From an optimization exercise on the open Yosys and OpenROAD flow, aimed at small area; shortcuts taken in it are not production practice.
The RTL was checked by simulation tests, not by an equivalence proof against the original design.
Power figures rest on the tool's default switching activity, not on a simulated workload.

[design/flow/config.mk]
export PLATFORM = sky130hd
export DESIGN_NAME = main
export DESIGN_NICKNAME = main
export VERILOG_FILES = /design/flow/design.v
export SDC_FILE = /design/flow/constraint.sdc
export NUM_CORES = 4
export LEC_CHECK = 0
export CAP_MARGIN = 20
export CORE_MARGIN = 2
export CORE_UTILIZATION = 40
export SLEW_MARGIN = 20
[design/flow/constraint.sdc]
create_clock -name core_clock -period 10.0 [get_ports {clk}]
set_input_delay 2.0000 -clock core_clock [delete_from_list [all_inputs] [get_ports {clk}]]
set_output_delay 2.0000 -clock core_clock [all_outputs]
set_load 0.01 [all_outputs]
[design/flow/design.v]
`timescale 1ns / 1ps
module main
    (
        input clk,
        input rst_n,
        input BTNU,
        output LED16_B,
        output [15:0] led,
        output [7:0] AN,
        output [7:0] SEG
    );
    reg       s0, s1;
    reg [5:0] deb;           
    reg       press;
    wire deb_end  = &deb;
    wire rise     = s0 & ~s1;
    wire [5:0] deb_step = {deb[4:0], deb[5] ^ deb[4]};
    always @(posedge clk) begin
        if (!rst_n) begin
            s0 <= 0; s1 <= 0; deb <= 0; press <= 0;
        end else begin
            s0 <= BTNU;
            s1 <= s0;
            press <= deb_end & s0;
            if (rise)         deb <= 6'b001111;
            else if (deb_end) deb <= 0;
            else              deb <= deb_step;
        end
    end
    reg [15:0] count;
    wire [15:0] count_n = count + press;
    always @(posedge clk) begin
        if (!rst_n)     count <= 0;
        else            count <= count_n;
    end
    reg [7:0]  conv;         
    reg        dirty;        
    reg [2:0]  since;        
    reg [2:0]  delta;        
    reg        is_small;        
    reg [15:0] disp;         
    wire idle     = ~|conv;
    wire capture  = idle & dirty;
    wire done     = &conv;
    wire [7:0] conv_step = {conv[6:0], conv[7] ^ conv[5] ^ conv[4] ^ conv[3]};
    wire [2:0] since_p = since + press;
    always @(posedge clk) begin
        if (!rst_n) begin
            conv  <= 0;
            dirty <= 1;
            since <= 0;
        end else begin
            dirty <= press | (dirty & ~capture);
            if (capture) begin
                conv  <= 8'b00011111;
                since <= 0;
            end else begin
                conv  <= done ? 8'd0 : conv_step;
                since <= since_p;
            end
        end
    end
    wire count_small = ~|count_n[15:3];
    always @(posedge clk) begin
        if (capture) begin
            is_small <= count_small;
            delta <= count_small ? count_n[2:0] : since_p;
        end
    end
    wire [3:0] b_0   = is_small ? 4'd0 : disp[3:0];
    wire [3:0] s_0   = b_0 + delta;                      
    wire       c_0   = s_0[3] & (s_0[2] | s_0[1]);       
    wire [3:0] n_0   = c_0 ? {2'b00, s_0[2], s_0[0]} : s_0;
    wire       k_1   = done & c_0;                       
    wire       k_2   = k_1 & disp[4] & disp[7];          
    wire       k_3   = k_2 & disp[8] & disp[11];
    wire       k_4   = k_3 & disp[12] & disp[15];
    function [3:0] bcd_inc(input [3:0] d, input k, input kout);
        bcd_inc = {d[3] ^ ((k & d[2] & d[1] & d[0]) | kout), d[2] ^ (k & d[1] & d[0]),
                   d[1] ^ (k & d[0] & ~d[3]), d[0] ^ k};
    endfunction
    wire clr = ~rst_n | (done & is_small);
    always @(posedge clk) begin
        if (!rst_n)     disp[3:0] <= 0;
        else if (done)  disp[3:0] <= n_0;
        if (clr)        disp[15:4] <= 0;
        else            disp[15:4] <= {bcd_inc(disp[15:12], k_3, k_4), bcd_inc(disp[11:8], k_2, k_3),
                                       bcd_inc(disp[7:4], k_1, k_2)};
    end
    reg [4:0] scan;          
    reg       started;
    reg [3:0] digit;
    wire step = &scan[2:0];
    always @(posedge clk) begin
        if (!rst_n) begin
            scan    <= 5'd28;
            started <= 0;
            digit   <= 4'hF;
        end else begin
            scan <= scan + 1'b1;
            if (step) begin
                started <= 1;
                case (scan[4:3])
                    2'd3: digit <= disp[3:0];
                    2'd0: digit <= disp[7:4];
                    2'd1: digit <= disp[11:8];
                    2'd2: digit <= disp[15:12];
                endcase
            end
        end
    end
    wire d0 = digit[0], d1 = digit[1], d2 = digit[2], d3 = digit[3];
    wire [6:0] seg_off;
    assign seg_off[0] = (d2 & ~d1 & ~d0) | (d3 & d1) | (~d3 & ~d2 & ~d1 & d0);
    assign seg_off[1] = (d2 & (d1 ^ d0)) | (d3 & d1);
    assign seg_off[2] = (~d2 & d1 & ~d0) | (d3 & d1);
    assign seg_off[3] = (~d2 & ~d1 & d0) | (d2 & ~d1 & ~d0) | (d2 & d1 & d0);
    assign seg_off[4] = d0 | (d2 & ~d1);
    assign seg_off[5] = (d1 & d0) | (~d2 & d1) | (~d3 & ~d2 & d0);
    assign seg_off[6] = (d2 & d1 & d0) | (~d3 & ~d2 & ~d1);
    assign SEG     = {1'b1, seg_off};
    assign AN      = {4'hF, ~(started & scan[4:3] == 2'd3), ~(started & scan[4:3] == 2'd2),
                            ~(started & scan[4:3] == 2'd1), ~(started & scan[4:3] == 2'd0)};
    assign LED16_B = BTNU;
    assign led     = count;
endmodule
[design/flow/flow/run.sh]
#!/bin/bash
# Standard ORFS flow, with the port buffers made from the smallest buffer cell.
cp standard.sh standard.sh.txt
cp config.mk config.mk.txt
export BUFFER_PORTS_ARGS="-buffer_cell sky130_fd_sc_hd__buf_1"
bash standard.sh > standard.log 2>&1
[design/flow/standard.sh]
#!/bin/bash
# synth_recipe.tcl (not shown) runs the flow's synth.tcl, then flattens the netlist and writes it again
# the make line also repeats each setting of config.mk as NAME=value (left out here)
make -C /OpenROAD-flow-scripts/flow DESIGN_CONFIG=/design/flow/config.mk WORK_HOME=/design/flow/orfs CLKGATE_MAP_FILE= SYNTH_SCRIPT=/design/flow/synth_recipe.tcl "${@:-finish}"
==> flow_summary.toml, run 1 <==
[run_status]
outcome = "complete, no violations"

[floorplanning]
start_util_pct = 41.6
die_area_mm2 = 0.00886
die_h_um = 94.1
core_area_mm2 = 0.00781
rows = 32
io_pins = 36
fp.dieW_um = 94.1

[worst_hold_path]
worstHoldStart = "scan[0]"
hold_path_depth = 1
whs_endpoint = "scan[0]"
hold_path.class = "reg2reg"

[drt]
drc = 0
vias_per_cell = 4.98
drt-total-wl_um = 5600
postRouteAntennaNets = 0
drt_iter0_markers = 45
wl_per_cell_um = 11.9
num_vias = 2337
first_pass_iters = 4

[timing]
fin_setup_tns_ps = 0
finClkSkew_ps = 9.34
fmax_mhz = 237
finalCriticalPeriod_ps = 4230
slew_violations = 0
setup_viol = 0
period_share_pct = 42.3
hold_viol = 0
holdWs_ps = 450
rsz0062_at_grt = "no"

[pwr]
p_leak_nw = 1.42
p_per_area_mw_per_mm2 = 168
max-vdd-ir-drop_uv = 105

[clock_tree]
cts_sinks = 67
cts-root-buf = "clkbuf_8"
cts_max_level = 3
cts_setup_buffers = 0
cts-buffers-inserted = 9
clk_pin_slew_ps = 70
cts_buffer_depth = 2
cts_hold_buf = 0
clock_latency_ps = 340
cts_resized = 0
cts_tree = "built"

[critical_path]
cp_slowest_stage_delay_ps = 150
r2r_cells = 14
crit_top_cell = "buf_1"
critPathKind = "in2out"
cp_slowest_cell = "buf_1"
rrSetupSlack_ps = 6950
setup.worst_path.end_class = "output pin"
crit_required_ps = 8000
r2r-end = "disp[13]"
cp-start-kind = "input port"
worstPathArrival_ps = 2230
crit_start = "BTNU"
path_cells = "buf_1, buf_1"
crit_fanout = 2
r2r_start = "is_small"
path_buf_inv = 2
path_delay_family = "buffers and inverters"

[synthesis]
ys_warn_count = 1
syn_avg_cell_area_um2 = 9.58
synth_compound_area_share_pct = 7.59
yosys.area_share.simple_pct = 25.0
synthCells = 339
ys.flop_type = "dfxtp_1"
synth_top_family_by_area = "simple AND/OR/NAND/NOR gates"
syn-cell-area_mm2 = 0.00325
synth_edf_count = 4
async_flop_share_pct = 0
muxShareOfSynthArea_pct = 6.01
synth.distinct_cells = 49
synth_seq_cells = 67
synthAdderAreaFrac_pct = 5.62
ys_seq_area_share_pct = 42.5
synth_xor_area_share_pct = 8.63

[global_routing]
gr-usage-all-layers_pct = 13.7
grt_pass1_vias = 2157
grt-ovfl-total = 0
grt_pass1_wl_um = 9690
grt_max_degree = 51
antenna_found_initial = 0

[place]
place_hpwl_um = 3990
port-buffer-count = 30
routabilityCongestion = 0.800

[layout]
final_common_cell = "dfxtp_1"
drive_above_1_share_pct = 7.63
area_growth_pct = 10.5
utilization_pct = 46.0
final_nets = 379
mostFrequentLayoutCells = "63 x dfxtp_1, 30 x buf_1, 28 x nand2_1, 23 x and2_1"
n_fill_cell = 776
insertedDiodeCount = 0

[flow_run]
drv_cap = 0
## power breakdown
| part | internal [W] | leakage (nW) | total (W) | switching (W) |
|---|---|---|---|---|
| Combinational | 0.0000290 | 0.777 | 0.0000719 | 0.0000429 |
| Sequential | 0.000293 | 0.547 | 0.000310 | 0.0000163 |
| Clock | 0.000116 | 0.100 | 0.000223 | 0.000106 |
| Total | 0.000439 | 1.42 | 0.000604 | 0.000165 |
## metrics by stage
step                cells  area (um2)  setup WS, ps  total power, W
detailed placement    453        3390          5770        0.000388
floorplan             343        3260          5880        0.000372
global route          469        3590          5770        0.000639
global placement      453        3390          5770        0.000386
finish                469        3590          5770        0.000604
CTS                   469        3590          5770        0.000616
## routing by layer
| layer | vias to the layer above | part of all wire [%] | GRT usage, % | wire, um |
|---|---|---|---|---|
| met5 | - | 0 | 0 | 0 |
| met4 | 0 | 1.3 | 5.07 | 73 |
| met3 | 7 | 4.3 | 4.33 | 239 |
| met2 | 47 | 48 | 23.3 | 2660 |
| met1 | 1078 | 47 | 16.2 | 2620 |
| li1 | 1205 | - | - | - |
## cell usage after synthesis (2+ instances only)
| cell type | instances | share of area [%] |
|---|---|---|
| xnor2_1 | 17 | 4.6 |
| nor2b_1 | 14 | 2.7 |
| and3_1 | 7 | 1.3 |
| dfxtp_1 | 63 | 39 |
| o31ai_1 | 2 | 0.46 |
| and2_1 | 23 | 4.4 |
| edfxtp_1 | 4 | 3.7 |
| o211ai_1 | 2 | 0.46 |
| a31oi_1 | 3 | 0.58 |
| xor2_1 | 15 | 4.0 |
| ha_1 | 13 | 5.0 |
| a21boi_1 | 7 | 1.6 |
| nor3b_1 | 2 | 0.46 |
| nand2b_1 | 6 | 1.2 |
| and4b_1 | 2 | 0.62 |
| a21o_1 | 2 | 0.46 |
| nor4_1 | 2 | 0.39 |
| nor3_1 | 5 | 0.77 |
| a21oi_1 | 9 | 1.4 |
| mux4_2 | 4 | 2.8 |
| clkbuf_1 | 14 | 1.6 |
| nor2_1 | 18 | 2.1 |
| nand3b_1 | 4 | 0.92 |
| mux2_4 | 3 | 1.4 |
| inv_1 | 7 | 0.81 |
| o21a_1 | 4 | 0.92 |
| mux2i_1 | 6 | 1.8 |
| nand4_1 | 8 | 1.5 |
| nand3_1 | 18 | 2.8 |
| o21ai_0 | 2 | 0.31 |
| nand2_1 | 28 | 3.2 |
| buf_4 | 7 | 1.6 |
| or4_1 | 2 | 0.46 |
## final cells by class
| cell class | count | area [um2] | share of cell area (%) |
|---|---|---|---|
| Multi-Input combinational cell | 246 | 1730 | 48.3 |
| Clock inverter | 7 | 75.1 | 2.09 |
| Clock buffer | 9 | 124 | 3.45 |
| Tap cell | 102 | 128 | 3.56 |
| Inverter | 7 | 26.3 | 0.732 |
| Sequential cell | 67 | 1380 | 38.5 |
| Timing Repair Buffer | 31 | 120 | 3.35 |
## kinds of logic (layout without fill, tap and decap cells)
family          count (synthesis)  count (layout)
buf+inv                        30              54
xor+xnor                       32              32
compound gates                 36              36
mux                            13              13
simple gates                  146             146
other cells                     1               5
fa+ha+maj                      14              14
flops                          67              67
## state kept, by name (all words and copies together) (netlist names), 3 cells and up
| register | flops |
|---|---|
| conv | 8 |
| digit | 4 |
| deb | 6 |
| since | 3 |
| delta | 3 |
| count | 16 |
| disp | 16 |
| scan | 5 |
## worst max path at each step
stage	to	cells after the start
after floorplan	LED16_B	1
after global placement	LED16_B	2
after detailed placement	LED16_B	2
after CTS	LED16_B	2
after global routing	LED16_B	2
final	LED16_B	2
==> run 2: changes to the inputs <==
==> design/flow/run.sh (new file) <==
#!/bin/bash
# synth_recipe.tcl (not shown) runs the flow's synth.tcl, then flattens the netlist and writes it again
# the make line also repeats each setting of config.mk as NAME=value (left out here)
make -C /OpenROAD-flow-scripts/flow DESIGN_CONFIG=/design/flow/config.mk WORK_HOME=/design/flow/orfs CLKGATE_MAP_FILE= SYNTH_SCRIPT=/design/flow/synth_recipe.tcl finish
removed: design/flow/flow/run.sh
removed: design/flow/standard.sh
==> flow_summary.toml, run 2 <==
[run_status]
outcome = "complete, no violations"

[clock_tree]
cts_resized = 0
cts-buffers-inserted = 9
cts_buffer_depth = 2
clk_pin_slew_ps = 80
cts_sinks = 67
cts-root-buf = "clkbuf_8"
cts_max_level = 3
cts_tree = "built"
cts_hold_buf = 0
cts_setup_buffers = 0
clock_latency_ps = 350

[layout]
insertedDiodeCount = 0
final_nets = 379
drive_above_1_share_pct = 7.63
mostFrequentLayoutCells = "63 x dfxtp_1, 30 x clkdlybuf4s50_1, 28 x nand2_1, 23 x and2_1"
area_growth_pct = 17.8
reg_top3 = "count x16, disp x16, conv x8"
final_common_cell = "dfxtp_1"

[critical_path]
cp_slowest_cell = "clkdlybuf4s50_1"
cp-start-kind = "input port"
critPathKind = "in2out"
path_cells = "clkdlybuf4s50_1, clkdlybuf4s50_1"
worstPathArrival_ps = 2990
crit_top_cell = "clkdlybuf4s50_1"
path_delay_family = "buffers and inverters"
setup.worst_path.end_class = "output pin"
path_buf_inv = 2
crit_required_ps = 8000
cp_slowest_stage_delay_ps = 530
crit_fanout = 2

[timing]
setup_viol = 0
period_share_pct = 49.9
slew_violations = 0
fmax_mhz = 200
hold_viol = 0
worstMarginPinSlew_ps = 511
relSlewSlack_pct = 65.7
finalCriticalPeriod_ps = 4990
setup_slack_ps = 5010
rsz0062_at_grt = "no"
fin_setup_tns_ps = 0
finClkSkew_ps = 10.5

[synthesis]
synth_edf_count = 4
synthCells = 339
synth.distinct_cells = 49
syn_avg_cell_area_um2 = 9.58
syn-cell-area_mm2 = 0.00325
async_flop_share_pct = 0
ys.flop_type = "dfxtp_1"
synth.most_common_cell = "dfxtp_1"
synth_seq_cells = 67
ys_seq_area_share_pct = 42.5
synth.top_cells.by_area = "dfxtp_1 39%, ha_1 5.0%, xnor2_1 4.6%"
ys_warn_count = 1
ys_top_cells_by_count = "63 x dfxtp_1, 28 x nand2_1, 23 x and2_1"
synth_top_cell_area_share_pct = 38.8
synth_top_cell_by_area = "dfxtp_1"

[global_routing]
antenna_found_initial = 0
gr-usage-all-layers_pct = 14.7
grt_pass1_vias = 2232
grt-ovfl-total = 0
grt_max_degree = 51
grt_pass1_wl_um = 10200

[drt]
drt-total-wl_um = 5670
num_vias = 2322
wl_per_cell_um = 12.1
vias_per_cell = 4.95
postRouteAntennaNets = 0
drt_iter0_markers = 52
first_pass_iters = 4
drc = 0

[pwr]
p_per_area_mw_per_mm2 = 173
p_leak_nw = 1.53
max-vdd-ir-drop_uv = 86.4

[place]
routabilityCongestion = 0.785
dp_worst_setup_slack_ps = 5000
place_hpwl_um = 3980
port-buffer-count = 30

[worst_hold_path]
hold_path.class = "reg2reg"

[floorplanning]
rows = 32
die_area_mm2 = 0.00886
die_h_um = 94.1
fp.dieW_um = 94.1
core_area_mm2 = 0.00781
start_util_pct = 41.6
io_pins = 36

[flow_run]
drv_cap = 0
==> run 2: cell type report <==
class                   instances  area, um2
fillers                       761       3980
multi-input cells             246       1730
flip-flops and latches         67       1380
repair buffers                 31        308
clock buffers                  10        138
well taps                     102        128
clock inverters                 6        113
inverters                       7       26.3
==> run 2: through the flow <==
step,hold WS (ps),power (W),utilization [%],cells,cell area (um2)
floorplan,421,0.000372,-,343,3260
global placement,435,0.000391,45.8,453,3580
detailed placement,443,0.000393,45.8,453,3580
CTS,457,0.000672,49.0,469,3830
global route,476,0.000702,49.0,469,3830
finish,450,0.000663,49.0,469,3830
==> run 2: worst paths after layout <==
| path | from | to | cells past startpoint | slack (ps) |
|---|---|---|---|---|
| setup / recovery | BTNU | LED16_B | 2 | 5010 |
| setup reg to reg | is_small | disp[13] | 14 | 6980 |
| hold / removal | scan[0] | scan[0] | 1 | 450 |
| hold reg to reg | scan[0] | scan[0] | 1 | 450 |
==> run 2: metal layers <==
layer | up-vias | global-route usage, % | part of all wire (%)
met5 | - | 0 | 0
met2 | 38 | 23.6 | 46
li1 | 1197 | - | -
met4 | 0 | 7.97 | 2.5
met1 | 1076 | 18.3 | 49
met3 | 11 | 3.21 | 2.7
==> run 2: where the power goes <==
| part | leakage [nW] | switching [W] | total, W | internal, W |
|---|---|---|---|---|
| clock | 0.126 | 0.000105 | 0.000278 | 0.000173 |
| combinational | 0.855 | 0.0000424 | 0.0000762 | 0.0000338 |
| sequential | 0.547 | 0.0000161 | 0.000309 | 0.000293 |
==> run 2: logic make-up after synthesis <==
logic type	synth area share [%]
and+or+nand+nor	25.0
other	0.115
adders and majority gates	5.62
AOI/OAI and AO/OA	7.59
muxes	6.01
buffers and inverters	4.55
xor gates and xnor gates	8.63
DFF	42.5
==> run 3: changes to the inputs <==
==> design/flow/flow/run.sh (new file) <==
#!/bin/bash
# Standard ORFS flow with area-oriented settings:
#  - port buffers made from the smallest buffer cell
#  - buffers inserted by ABC removed (repair_design re-buffers where needed)
#  - clock tree without dummy loads, clustered into few large buffers
#  - non-critical gates downsized after global routing
export BUFFER_PORTS_ARGS="-buffer_cell sky130_fd_sc_hd__buf_1"
export REMOVE_ABC_BUFFERS=1
export RECOVER_POWER=100
export CTS_ARGS="-sink_clustering_enable -repair_clock_nets -dont_use_dummy_load -sink_clustering_size 100 -sink_clustering_max_diameter 500 -buf_list sky130_fd_sc_hd__clkbuf_16"
bash standard.sh > standard.log 2>&1
==> design/flow/standard.sh (new file) <==
#!/bin/bash
# synth_recipe.tcl (not shown) runs the flow's synth.tcl, then flattens the netlist and writes it again
# the make line also repeats each setting of config.mk as NAME=value (left out here)
make -C /OpenROAD-flow-scripts/flow DESIGN_CONFIG=/design/flow/config.mk WORK_HOME=/design/flow/orfs CLKGATE_MAP_FILE= SYNTH_SCRIPT=/design/flow/synth_recipe.tcl "${@:-finish}"
removed: design/flow/run.sh
==> flow_summary.toml, run 3 <==
[run_status]
outcome = "failed layout checks"
so_faults = "capacitance limit, slew limit"

[clock_tree]
clock_latency_ps = 320
cts-root-buf = "clkbuf_16"
cts_sinks = 67
cts_hold_buf = 0
cts_tree = "built"
cts_buffer_depth = 2
cts_resized = 0
cts_setup_buffers = 0
cts-buffers-inserted = 9
clk_pin_slew_ps = 40
cts_max_level = 3

[critical_path]
path_delay_family = "buffers and inverters"
worstPathArrival_ps = 2230
path_buf_inv = 2
cp-start-kind = "input port"
crit_required_ps = 8000
crit_top_cell = "buf_1"
cp_slowest_stage_delay_ps = 150
crit_fanout = 2
path_cells = "buf_1, buf_1"
cp_slowest_cell = "buf_1"
setup.worst_path.end_class = "output pin"
critPathKind = "in2out"

[timing]
holdWs_ps = 448
rsz0062_at_grt = "no"
period_share_pct = 42.3
fin_setup_tns_ps = 0
setup_slack_ps = 5770
relSlewSlack_pct = -17.7
slew_violations = 51
finalCriticalPeriod_ps = 4230
setup_viol = 0
fmax_mhz = 237
worstMarginPinSlew_ps = 1770
finClkSkew_ps = 15.0
hold_viol = 0

[synthesis]
synthCells = 339
async_flop_share_pct = 0
synth_seq_cells = 67
syn_avg_cell_area_um2 = 9.58
synth_edf_count = 4
ys.flop_type = "dfxtp_1"
synth_top_cell_by_area = "dfxtp_1"
synth_top_cell_area_share_pct = 38.8
ys_top_cells_by_count = "63 x dfxtp_1, 28 x nand2_1, 23 x and2_1"
syn-cell-area_mm2 = 0.00325
ys_seq_area_share_pct = 42.5
synth.top_cells.by_area = "dfxtp_1 39%, ha_1 5.0%, xnor2_1 4.6%"
ys_warn_count = 1
synth.distinct_cells = 49
synth.most_common_cell = "dfxtp_1"

[floorplanning]
rows = 32
die_area_mm2 = 0.00886
io_pins = 36
start_util_pct = 41.6
fp.dieW_um = 94.1
die_h_um = 94.1
core_area_mm2 = 0.00781

[layout]
final_common_cell = "dfxtp_1"
area_growth_pct = 10.9
final_nets = 379
mostFrequentLayoutCells = "63 x dfxtp_1, 30 x buf_1, 28 x nand2_1, 18 x nand3_1, 18 x nor2_1"
reg_top3 = "count x16, disp x16, conv x8"
insertedDiodeCount = 0
drive_above_1_share_pct = 4.72
finalInstanceArea_mm2 = 0.00360

[global_routing]
grt-ovfl-total = 0
grt_pass1_vias = 2178
gr-usage-all-layers_pct = 14.5
antenna_found_initial = 0
grt_max_degree = 51
grt_pass1_wl_um = 10100

[drt]
vias_per_cell = 5.01
postRouteAntennaNets = 0
drt_iter0_markers = 49
wl_per_cell_um = 12.0
drt-total-wl_um = 5530
num_vias = 2313
drc = 0
first_pass_iters = 4

[place]
dp_worst_setup_slack_ps = 5770
place_hpwl_um = 3920
routabilityCongestion = 0.759
placed_cell_area_mm2 = 0.00339
port-buffer-count = 30

[flow_run]
drv_cap = 1

[pwr]
max-vdd-ir-drop_uv = 127
p_per_area_mw_per_mm2 = 175
p_leak_nw = 1.42

[worst_hold_path]
hold_path.class = "reg2reg"
run 3: cell counts after synthesis:
Identical to the previous run, type by type.
run 3: metrics by stage:
stage	instances	total power (W)	utilization, %
6_report	462	0.000631	46.1
5_1_grt	462	0.000666	46.1
4_1_cts	462	0.000644	46.3
3_5_place_dp	453	0.000390	43.4
3_3_place_gp	453	0.000386	43.4
2_1_floorplan	320	0.000368	-
run 3: final cells by class:
class / instances / area, um2
clock buffer: 9 / 225
fill: 783 / 4210
inverter: 7 / 26.3
multi-input combinational: 246 / 1720
sequential: 67 / 1380
tap: 102 / 128
timing repair buffer: 31 / 116
run 3: worst reg2reg max path, stage by stage, from the launching register on:
cell      delay (ps)
edfxtp_1         440
nor2b_1          140
ha_1             170
inv_1             50
fa_1             370
xor2_1           210
a21oi_1          240
and2_1           160
ha_1             170
and2_1           150
ha_1             230
nand3_1          110
nor2_1           170
xnor2_1          150
nor2_1            60
run 3: logic make-up after synthesis:
| kind of cell | share of synthesized area, % |
|---|---|
| and+or+nand+nor | 25.0 |
| DFF | 42.5 |
| AOI/OAI and AO/OA | 7.59 |
| xor gates and xnor gates | 8.63 |
| buffers and inverters | 4.55 |
| adders and majority gates | 5.62 |
| muxes | 6.01 |
| other | 0.115 |
run 3: final timing paths:
kind	slack (ps)	startpoint	endpoint	cells past startpoint
worst min register to register	450	scan[0]	scan[0]	1
worst max register to register	7030	is_small	disp[13]	14
worst max-delay path	5770	BTNU	LED16_B	2
worst min-delay path	450	scan[0]	scan[0]	1
run 3: per-layer routing:
metal  part of all wire [%]  wire length, um  global-route usage [%]  up-vias
met1                     50             2790                    18.4     1072
met2                     44             2420                    22.7       40
li1                       -                -                       -     1192
met4                    1.6               89                    6.52        0
met3                    4.1              229                    4.33        9
met5                      0                0                       0        -
run 3: where the power goes:
part	internal (W)	switching [W]
logic	0.0000280	0.0000420
registers	0.000294	0.0000161
clock network	0.000157	0.0000936
total	0.000479	0.000152

## what the ideal ports hide
The results above use ideal ports. As a check the final layouts listed here were re-extracted and re-timed, cells and wires unchanged.
Step 1: set_driving_cell puts a clkbuf_16 on clk and a buf_2 on each other input, an assumption about the parent block.
Step 2 adds t to the input delays and takes it off the output delays; t is the mean of the earliest and latest rising clock arrival at the registers after step 1. Input paths then give back, and output paths get back, about the clock's delay inside the block.
a / b / c = no drivers / after step 1 / after step 2; a / b = the first two.
run	shift t [ns]	setup WS [ns]	cell pins on the clock port's net
run 1	0.361	5.772 / 5.751 / 5.751	1
run 2	0.371	5.006 / 4.984 / 4.984	1
run 3	0.352	5.773 / 5.750 / 5.456	1
For run 3, which loses most, drivers alone change the setup slack by -0.023 ns; drivers and shift together by -0.317 ns.
